Context: an optimization exercise on an open-source flow, tuned for small area. The choices shown serve that exercise and are no tape-out recipe. Function was checked by simulation only, so behaviour that the tests miss may differ from the original. The clock port is modelled as an ideal driver, which makes a skipped or thinned clock tree look cheaper than it is; a real chip needs a root buffer or a tree. Power is estimated from default activity; no workload was simulated.

==> v16 <==
==> flow/design.v (excerpt) <==
module top(y, x, c0, c1, c2, clk, rst);
input clk;
input rst;
input [7:0] x;
input [7:0] c0;
input [7:0] c1;
input [7:0] c2;
output [15:0] y;
reg [7:0] xd;
reg [7:0] c0d;
reg [15:0] s2q;
wire [7:0] xg = x & {8{~rst}};
wire [7:0] xdg = xd & {8{~rst}};
wire [15:0] s2n;
wire p1;
wire p2;
wire p3;
wire p4;
wire p5;
wire p6;
wire p7;
wire p8;
wire p9;
wire p10;
wire p11;
wire p12;
wire p13;
wire p14;
wire p15;
wire p16;
wire p17;
wire p18;
wire p19;
wire p20;
wire p21;
wire p22;
wire p23;
wire p24;
wire p25;
wire p26;
wire p27;
wire p28;
wire p29;
wire p30;
wire p31;
wire p32;
wire p33;
wire p34;
wire p35;
wire p36;
wire p37;
wire p38;
wire p39;
wire p40;
wire p41;
wire p42;
wire p43;
wire p44;
wire p45;
wire p46;
wire p47;
wire p48;
wire p49;
wire p50;
wire p51;
wire p52;
wire p53;
wire p54;
wire p55;
wire p56;
wire p57;
wire p58;
wire p59;
wire p60;
wire p61;
wire p62;
wire p63;
wire p64;
wire p65;
wire p66;
wire p67;
wire p68;
wire p69;
wire p70;
wire p71;
wire p72;
wire p73;
wire p74;
wire p75;
wire p76;
wire p77;
wire p78;
wire p79;
wire p80;
wire p81;
wire p82;
wire p83;
wire p84;
wire p85;
wire p86;
wire p87;
wire p88;
wire p89;
wire p90;
wire p91;
wire p92;
wire p93;
wire p94;
wire p95;
wire p96;
wire p97;
wire p98;
wire p99;
wire p100;
wire p101;
wire p102;
wire p103;
wire p104;
wire p105;
wire p106;
wire p107;
wire p108;
wire p109;
wire p110;
wire p111;
wire p112;
wire p113;
wire p114;
wire p115;
wire p116;
wire p117;
wire p118;
wire p119;
wire p120;
wire p121;
wire p122;
wire p123;
wire p124;
wire p125;
wire p126;
wire p127;
wire p128;
wire n129;
wire n130;
wire s131;
wire c132;
wire s133;
wire c134;
wire n135;
wire s136;
wire c137;
wire s138;
wire c139;
wire s140;
wire c141;
wire s142;
wire c143;
wire s144;
wire c145;
wire s146;
wire c147;
wire s148;
wire c149;
wire s150;
wire c151;
wire s152;
wire c153;
wire s154;
wire c155;
wire s156;
wire c157;
wire s158;
wire c159;
wire s160;
wire c161;
wire s162;
wire c163;
wire s164;
wire c165;
wire s166;
wire c167;
wire s168;
wire c169;
wire s170;
wire c171;
wire n172;
wire n173;
wire s174;
wire c175;
wire s176;
wire c177;
wire s178;
wire c179;
  ...
export LEC_CHECK = 0
export CAP_MARGIN = 20
export CORE_MARGIN = 2
export CORE_UTILIZATION = 40
export SLEW_MARGIN = 20
export SYNTH_HIERARCHICAL = 1
export SYNTH_MINIMUM_KEEP_SIZE = 0
create_clock -name core_clock -period 10.0 [get_ports {clk}]
run.sh (not shown) runs the stock make flow with config.mk's settings and CLKGATE_MAP_FILE= SYNTH_SCRIPT=/design/flow/synth_recipe.tcl, a recipe that flattens the netlist after the stock synthesis.
==> inputs of v19, as changes to v16 <==
==> flow/flow/run.sh (new file) <==
#!/bin/bash
# The standard layout (standard.sh, unchanged synthesis and steps), with
# one difference: the buffers that global placement puts on every input and
# output port are the platform's smallest buffer, not the delay buffer that
# buffer_ports picks by default. The resizer may still upsize them later.
set -euo pipefail
export BUFFER_PORTS_ARGS="-buffer_cell sky130_fd_sc_hd__buf_1"
bash standard.sh > standard.log 2>&1
==> flow/standard.sh (new file) <==
#!/bin/bash
# synth_recipe.tcl (not shown) runs the flow's synth.tcl, then flattens the netlist and writes it again
# the make line also repeats each setting of config.mk as NAME=value (left out here)
make -C /OpenROAD-flow-scripts/flow DESIGN_CONFIG=/design/flow/config.mk WORK_HOME=/design/flow/orfs CLKGATE_MAP_FILE= SYNTH_SCRIPT=/design/flow/synth_recipe.tcl "${@:-finish}"
removed: flow/run.sh
==> run notes <==
- In synthesized cell count, v16 and v19 do not differ.
- Between v16 and v19, the lower power is in v19 (gap 17%, measured against v19).
- Sequential cell count is the same in v19 and v16.
- In v19 the fmax is higher than in v16, by about 7%.
- Non-clock buffer count: v16 is higher than v19 (16).
- Of v19 and v16, v16 has the higher global-route usage (gap 0.38 points).
- Sequential power is about the same in v16 and v19.
- Of v16 and v19, v19 has the higher worst setup slack (gap 0.61 ns).
- Against v19, the hold slack of v16 is higher by 0.0023 ns.
==> figures <==
Core Util, Final: v16 0.467; v19 0.436
Flip-flop and latch share of the layout cell area: v16 0.0981; v19 0.105
Sum of routed wire segments on met1: v16 4880 µm; v19 4880 µm
Hold slack: v16 0.633 ns; v19 0.631 ns
Met2 wirelength from detailed routing: v16 6240 µm; v19 6360 µm
Count of placed standard cells in the final layout, fillers left out: v16 734; v19 718
Share of final layout cell area taken by non-clock buffers: v16 0.0985; v19 0.0338
Maximum clock rate: v16 0.102 GHz; v19 0.109 GHz
First-pass GRT wire length: v16 20800 µm; v19 20500 µm
Final-layout clock-cell area share: v16 0.0257; v19 0.0299
Largest vdd supply drop: v16 0.000295 V; v19 0.000259 V
Sequential cell fraction of total power: v16 0.089; v19 0.103
Met3 global-route usage: v16 0.0254; v19 0.0366
GRT Total Usage: v16 0.170; v19 0.166
Final layout net count: v16 777; v19 761
Run status: v16 complete, no violations; v19 complete, no violations
Non-clock buffers: v16 68; v19 52
Fraction of final layout cells sized beyond drive strength 1: v16 0.0578; v19 0.0297
Final cycle utilization of the critical path: v16 0.977; v19 0.916
Wire length per cell after detailed routing: v16 16.4 µm; v19 17.0 µm

==> tundra: inputs <==
top, a different RTL version from the one above (not shown whole).
Settings: LEC_CHECK=0, CAP_MARGIN=20, CORE_MARGIN=2, CORE_UTILIZATION=40, CTS_BUF_LIST=sky130_fd_sc_hd__clkbuf_8, GPL_TIMING_DRIVEN=0, SLEW_MARGIN=20, SYNTH_HIERARCHICAL=1, SYNTH_MINIMUM_KEEP_SIZE=0; clock period 10.0 ns.
standard.sh (not shown) runs the stock make flow with config.mk's settings and CLKGATE_MAP_FILE= SYNTH_SCRIPT=/design/flow/synth_recipe.tcl, a recipe that flattens the netlist after the stock synthesis.
==> flow/flow/run.sh <==
#!/bin/bash
# The standard layout (standard.sh: the standard synthesis and ORFS steps,
# unchanged), with these environment settings for the ORFS steps:
#  - the buffers that global placement puts on every input and output port are
#    the platform's smallest buffer (buf_1) instead of the delay buffer that
#    buffer_ports picks by default; the resizer may still upsize them;
#  - clock tree synthesis uses clkbuf_8 and inserts no dummy loads;
# and one extra step after CTS: onebuf.tcl replaces the two-level clock tree
# (a root buffer feeding four leaf buffers) by its root buffer, upsized to
# clkbuf_16, driving all 32 flip-flops directly. The layout then goes on with
# the standard steps (routing, repair, finish).
# Each tool's output: standard_cts.log, onebuf.log, standard.log (and the
# per-step logs in orfs/logs/).
set -euo pipefail
export BUFFER_PORTS_ARGS="-buffer_cell sky130_fd_sc_hd__buf_1"
export REMOVE_ABC_BUFFERS=1
export CTS_ARGS="-buf_list sky130_fd_sc_hd__clkbuf_8 -sink_clustering_enable -dont_use_dummy_load -repair_clock_nets"
bash standard.sh cts > standard_cts.log 2>&1
ONEBUF_ODB="$PWD/orfs/results/$FLOW_PLATFORM/top/base/4_cts.odb" \
  openroad -no_init -exit flow/onebuf.tcl > onebuf.log 2>&1
bash standard.sh finish > standard.log 2>&1
==> flow/flow/onebuf.tcl <==
# Replace the clock tree that CTS built (a root buffer feeding leaf buffers)
# by its root buffer alone, upsized, driving every clock sink directly.
set odb_file $::env(ONEBUF_ODB)
read_db $odb_file
set block [ord::get_db_block]
set db [ord::get_db]
set clkport [$block findBTerm clk]
set clknet [$clkport getNet]
# the root buffer: the buffer the clock port drives
set roots {}
foreach it [$clknet getITerms] {
  if {[$it isInputSignal]} { lappend roots [$it getInst] }
}
if {[llength $roots] != 1} { error "expected one cell on the clock port, found [llength $roots]" }
set root [lindex $roots 0]
set rootout ""
foreach it [$root getITerms] {
  if {[$it isOutputSignal]} { set rootout [$it getNet] }
}
puts "root [$root getName] ([[$root getMaster] getName]) drives [$rootout getName]"
set leaves {}
foreach it [$rootout getITerms] {
  set inst [$it getInst]
  if {$inst eq $root} continue
  set m [[$inst getMaster] getName]
  if {[string match "sky130_fd_sc_hd__clkbuf_*" $m]} { lappend leaves $inst }
}
puts "leaf buffers: [llength $leaves]"
set moved 0
foreach leaf $leaves {
  set lout ""
  foreach it [$leaf getITerms] {
    if {[$it isOutputSignal]} { set lout [$it getNet] }
  }
  foreach it [$lout getITerms] {
    if {[$it getInst] eq $leaf} continue
    $it disconnect
    $it connect $rootout
    incr moved
  }
  odb::dbInst_destroy $leaf
  odb::dbNet_destroy $lout
}
puts "moved $moved sinks to [$rootout getName]"
set m16 [$db findMaster sky130_fd_sc_hd__clkbuf_16]
$root swapMaster $m16
detailed_placement
check_placement
write_db $odb_file
==> quartz: changes against tundra <==
--- a/flow/design.v
+++ b/flow/design.v
@@ -575,44 +575,44 @@
 wire s544;
 wire c545;
 wire s546;
 wire c547;
 wire s548;
 wire c549;
-wire n550;
-wire s551;
-wire c552;
-wire s553;
-wire c554;
-wire s555;
-wire c556;
-wire s557;
-wire c558;
-wire s559;
-wire c560;
-wire s561;
-wire c562;
-wire s563;
-wire c564;
-wire s565;
-wire c566;
-wire s567;
-wire c568;
-wire s569;
-wire c570;
-wire s571;
-wire c572;
-wire s573;
-wire c574;
-wire s575;
-wire c576;
-wire s577;
-wire c578;
+wire s550;
+wire c551;
+wire s552;
+wire c553;
+wire s554;
+wire c555;
+wire s556;
+wire c557;
+wire s558;
+wire c559;
+wire s560;
+wire c561;
+wire s562;
+wire c563;
+wire s564;
+wire c565;
+wire s566;
+wire c567;
+wire s568;
+wire c569;
+wire s570;
+wire c571;
+wire s572;
+wire c573;
+wire s574;
+wire c575;
+wire s576;
+wire c577;
+wire x578;
 wire x579;
-wire x580;
-wire [4:0] t581;
+wire [5:0] t580;
+wire y581;
 wire y582;
 wire y583;
 wire y584;
 wire y585;
 wire y586;
 nand_cell u1 (.a(xdg[0]), .b(c0d[0]), .y(p1));
@@ -992,37 +992,37 @@
 assign n537 = ~s535;
 fa_cell u539 (.a(s2q[10]), .b(p400), .c(p407), .s(s538), .co(c539));
 fa_cell u541 (.a(p414), .b(p421), .c(p428), .s(s540), .co(c541));
 fa_cell u543 (.a(c524), .b(c526), .c(s538), .s(s542), .co(c543));
 fa_cell u545 (.a(s540), .b(c528), .c(s542), .s(s544), .co(c545));
 fa_cell u547 (.a(c530), .b(s544), .c(c532), .s(s546), .co(c547));
-fa_cell u549 (.a(s546), .b(c534), .c(c536), .s(s548), .co(c549));
-assign n550 = ~s548;
-fa_cell u552 (.a(s2q[11]), .b(p408), .c(p415), .s(s551), .co(c552));
-fa_cell u554 (.a(p422), .b(p429), .c(c539), .s(s553), .co(c554));
-fa_cell u556 (.a(c541), .b(s551), .c(c543), .s(s555), .co(c556));
-fa_cell u558 (.a(s553), .b(c545), .c(s555), .s(s557), .co(c558));
-g_xnor u560 (.a(s557), .b(c547), .y(s559));
-g_or u560c (.a(s557), .b(c547), .y(c560));
-fa_cell u562 (.a(s2q[12]), .b(p416), .c(p423), .s(s561), .co(c562));
-fa_cell u564 (.a(p430), .b(c552), .c(s561), .s(s563), .co(c564));
-fa_cell u566 (.a(c554), .b(s563), .c(c556), .s(s565), .co(c566));
-fa_cell u568 (.a(s565), .b(c558), .c(c560), .s(s567), .co(c568));
-fa_cell u570 (.a(s2q[13]), .b(p424), .c(p431), .s(s569), .co(c570));
-fa_cell u572 (.a(c562), .b(s569), .c(c564), .s(s571), .co(c572));
-fa_cell u574 (.a(s571), .b(c566), .c(c568), .s(s573), .co(c574));
-fa_cell u576 (.a(s2q[14]), .b(p432), .c(c570), .s(s575), .co(c576));
-fa_cell u578 (.a(s575), .b(c572), .c(c574), .s(s577), .co(c578));
-assign x579 = s2q[15] ^ c576;
-assign x580 = x579 ^ c578;
-inc_and5 u581 (.a({~s577, ~s573, ~s567, ~s559, ~c549}), .t(t581));
-assign y582 = ~(s559 ^ t581[0]);
-assign y583 = ~(s567 ^ t581[1]);
-assign y584 = ~(s573 ^ t581[2]);
-assign y585 = ~(s577 ^ t581[3]);
-assign y586 = x580 ^ t581[4];
+g_xnor u549 (.a(s546), .b(c534), .y(s548));
+g_or u549c (.a(s546), .b(c534), .y(c549));
+fa_cell u551 (.a(s2q[11]), .b(p408), .c(p415), .s(s550), .co(c551));
+fa_cell u553 (.a(p422), .b(p429), .c(c539), .s(s552), .co(c553));
+fa_cell u555 (.a(c541), .b(s550), .c(c543), .s(s554), .co(c555));
+fa_cell u557 (.a(s552), .b(c545), .c(s554), .s(s556), .co(c557));
+fa_cell u559 (.a(s556), .b(c547), .c(c549), .s(s558), .co(c559));
+fa_cell u561 (.a(s2q[12]), .b(p416), .c(p423), .s(s560), .co(c561));
+fa_cell u563 (.a(p430), .b(c551), .c(s560), .s(s562), .co(c563));
+fa_cell u565 (.a(c553), .b(s562), .c(c555), .s(s564), .co(c565));
+fa_cell u567 (.a(s564), .b(c557), .c(c559), .s(s566), .co(c567));
+fa_cell u569 (.a(s2q[13]), .b(p424), .c(p431), .s(s568), .co(c569));
+fa_cell u571 (.a(c561), .b(s568), .c(c563), .s(s570), .co(c571));
+fa_cell u573 (.a(s570), .b(c565), .c(c567), .s(s572), .co(c573));
+fa_cell u575 (.a(s2q[14]), .b(p432), .c(c569), .s(s574), .co(c575));
+fa_cell u577 (.a(s574), .b(c571), .c(c573), .s(s576), .co(c577));
+assign x578 = s2q[15] ^ c575;
+assign x579 = x578 ^ c577;
+inc_and6 u580 (.a({~s576, ~s572, ~s566, ~s558, ~s548, ~c536}), .t(t580));
+assign y581 = ~(s548 ^ t580[0]);
+assign y582 = ~(s558 ^ t580[1]);
+assign y583 = ~(s566 ^ t580[2]);
+assign y584 = ~(s572 ^ t580[3]);
+assign y585 = ~(s576 ^ t580[4]);
+assign y586 = x579 ^ t580[5];
 assign y[0] = n435;
 assign s2n[0] = s129;
 assign y[1] = n440;
 assign s2n[1] = s133;
 assign y[2] = s445;
 assign s2n[2] = s141;
@@ -1037,13 +1037,13 @@
 assign y[7] = s505;
 assign s2n[7] = s241;
 assign y[8] = s521;
 assign s2n[8] = s269;
 assign y[9] = n537;
 assign s2n[9] = s295;
-assign y[10] = n550;
+assign y[10] = y581;
 assign s2n[10] = s317;
 assign y[11] = y582;
 assign s2n[11] = s335;
 assign y[12] = y583;
 assign s2n[12] = s349;
 assign y[13] = y584;
@@ -1087,16 +1087,16 @@
 module g_andn(input a, input b, output y);
 assign y = a & ~b;
 endmodule
 module g_nandn(input a, input b, output y);
 assign y = ~(a & ~b);
 endmodule
-module inc_and5(input [4:0] a, output [4:0] t);
+module inc_and6(input [5:0] a, output [5:0] t);
 genvar i;
 assign t[0] = a[0];
-generate for (i = 1; i < 5; i = i + 1) begin : g
+generate for (i = 1; i < 6; i = i + 1) begin : g
   assign t[i] = &a[i:0];
 end endgenerate
 endmodule
 module nand_cell(input a, input b, output y);
 assign y = ~(a & b);
 endmodule
==> flow/flow/run.sh (replaced) <==
#!/bin/bash
# The standard layout (standard.sh: the standard synthesis and ORFS steps,
# unchanged), with these environment settings for the ORFS steps:
#  - the buffers that global placement puts on every input and output port are
#    the platform's smallest buffer (buf_1) instead of the delay buffer that
#    buffer_ports picks by default; the resizer may still upsize them;
#  - clock tree synthesis uses clkbuf_8 and inserts no dummy loads.
# All of ORFS's output goes to standard.log here and to orfs/logs/.
set -euo pipefail
export BUFFER_PORTS_ARGS="-buffer_cell sky130_fd_sc_hd__buf_1"
export REMOVE_ABC_BUFFERS=1
export CTS_ARGS="-buf_list sky130_fd_sc_hd__clkbuf_8 -sink_clustering_enable -dont_use_dummy_load -repair_clock_nets"
bash standard.sh > standard.log 2>&1
removed: flow/flow/onebuf.tcl
==> ember: changes against tundra <==
==> flow/flow/run.sh (replaced) <==
#!/bin/bash
# The standard layout (standard.sh: the standard synthesis and ORFS steps,
# unchanged), with these environment settings for the ORFS steps:
#  - the buffers that global placement puts on every input and output port are
#    the platform's smallest buffer (buf_1) instead of the delay buffer that
#    buffer_ports picks by default; the resizer may still upsize them;
#  - clock tree synthesis uses clkbuf_8 and inserts no dummy loads.
# All of ORFS's output goes to standard.log here and to orfs/logs/.
set -euo pipefail
export BUFFER_PORTS_ARGS="-buffer_cell sky130_fd_sc_hd__buf_1"
export REMOVE_ABC_BUFFERS=1
export CTS_ARGS="-buf_list sky130_fd_sc_hd__clkbuf_8 -sink_clustering_enable -dont_use_dummy_load -repair_clock_nets"
bash standard.sh > standard.log 2>&1
removed: flow/flow/onebuf.tcl
==> harbor: changes against tundra <==
--- a/flow/flow/onebuf.tcl
+++ b/flow/flow/onebuf.tcl
@@ -41,9 +41,25 @@
   odb::dbInst_destroy $leaf
   odb::dbNet_destroy $lout
 }
 puts "moved $moved sinks to [$rootout getName]"
 set m16 [$db findMaster sky130_fd_sc_hd__clkbuf_16]
 $root swapMaster $m16
+# put the buffer at the middle of its sinks; detailed_placement legalizes it
+set sx 0; set sy 0; set n 0
+foreach it [$rootout getITerms] {
+  set inst [$it getInst]
+  if {$inst eq $root} continue
+  set bb [$inst getBBox]
+  set sx [expr {$sx + ([$bb xMin] + [$bb xMax]) / 2}]
+  set sy [expr {$sy + ([$bb yMin] + [$bb yMax]) / 2}]
+  incr n
+}
+set rb [$root getBBox]
+set w [expr {[$rb xMax] - [$rb xMin]}]
+set h [expr {[$rb yMax] - [$rb yMin]}]
+$root setLocation [expr {$sx / $n - $w / 2}] [expr {$sy / $n - $h / 2}]
+puts "root buffer moved to the sinks' centre"
+
 detailed_placement
 check_placement
 write_db $odb_file
==> notes <==
In quartz the die area is higher than in harbor, by 0.44%.
Count of clock-buffer cells in the layout is the same in harbor and tundra.
In global-route usage, tundra and harbor do not differ.
Between harbor and ember, the lower sequential share of layout area is in ember (gap 0.082 points).
In non-clock buffer count, tundra and harbor do not differ.
Against ember, the cell area of quartz is higher by 0.43%.
ember went through all stages and came out clean. harbor ran to the end with no violations. tundra finished clean. quartz went through all stages and came out clean.
Flip-flop and latch count is the same in tundra and ember.
In harbor the clock power is lower than in ember, by about 40%.

==> what the ideal ports hide <==
The flow's constraints put no driver on any port. The routed layouts listed below were extracted and timed again, unchanged, in two steps. Step 1: set_driving_cell puts a clkbuf_16 on clk and a buf_2 on each other input, an assumption about the parent block. Step 2 also shifts input and output timing later by t, the mid clock arrival at the registers, as if the neighbouring blocks saw the same clock. Three values: ideal ports, drivers, drivers and shift; two values: the first two.
run	t, ns	setup WS [ns]	worst setup path after step 2	worst data-port slew with drivers (ns)
v16	0.320	0.231 / 0.206 / 0.206	input to output	0.05
v19	0.319	0.840 / 0.813 / 0.791	input to register	0.05
tundra	0.214	0.267 / 0.244 / 0.244	input to output	0.04
quartz	0.310	0.629 / 0.601 / 0.601	input to output	0.04
ember	0.316	0.274 / 0.251 / 0.251	input to output	0.04
harbor	0.214	0.267 / 0.244 / 0.244	input to output	0.04
After both steps every run listed still meets setup and hold. For v19, which loses most, drivers alone change the setup slack by -0.027 ns; drivers and shift together by -0.049 ns.
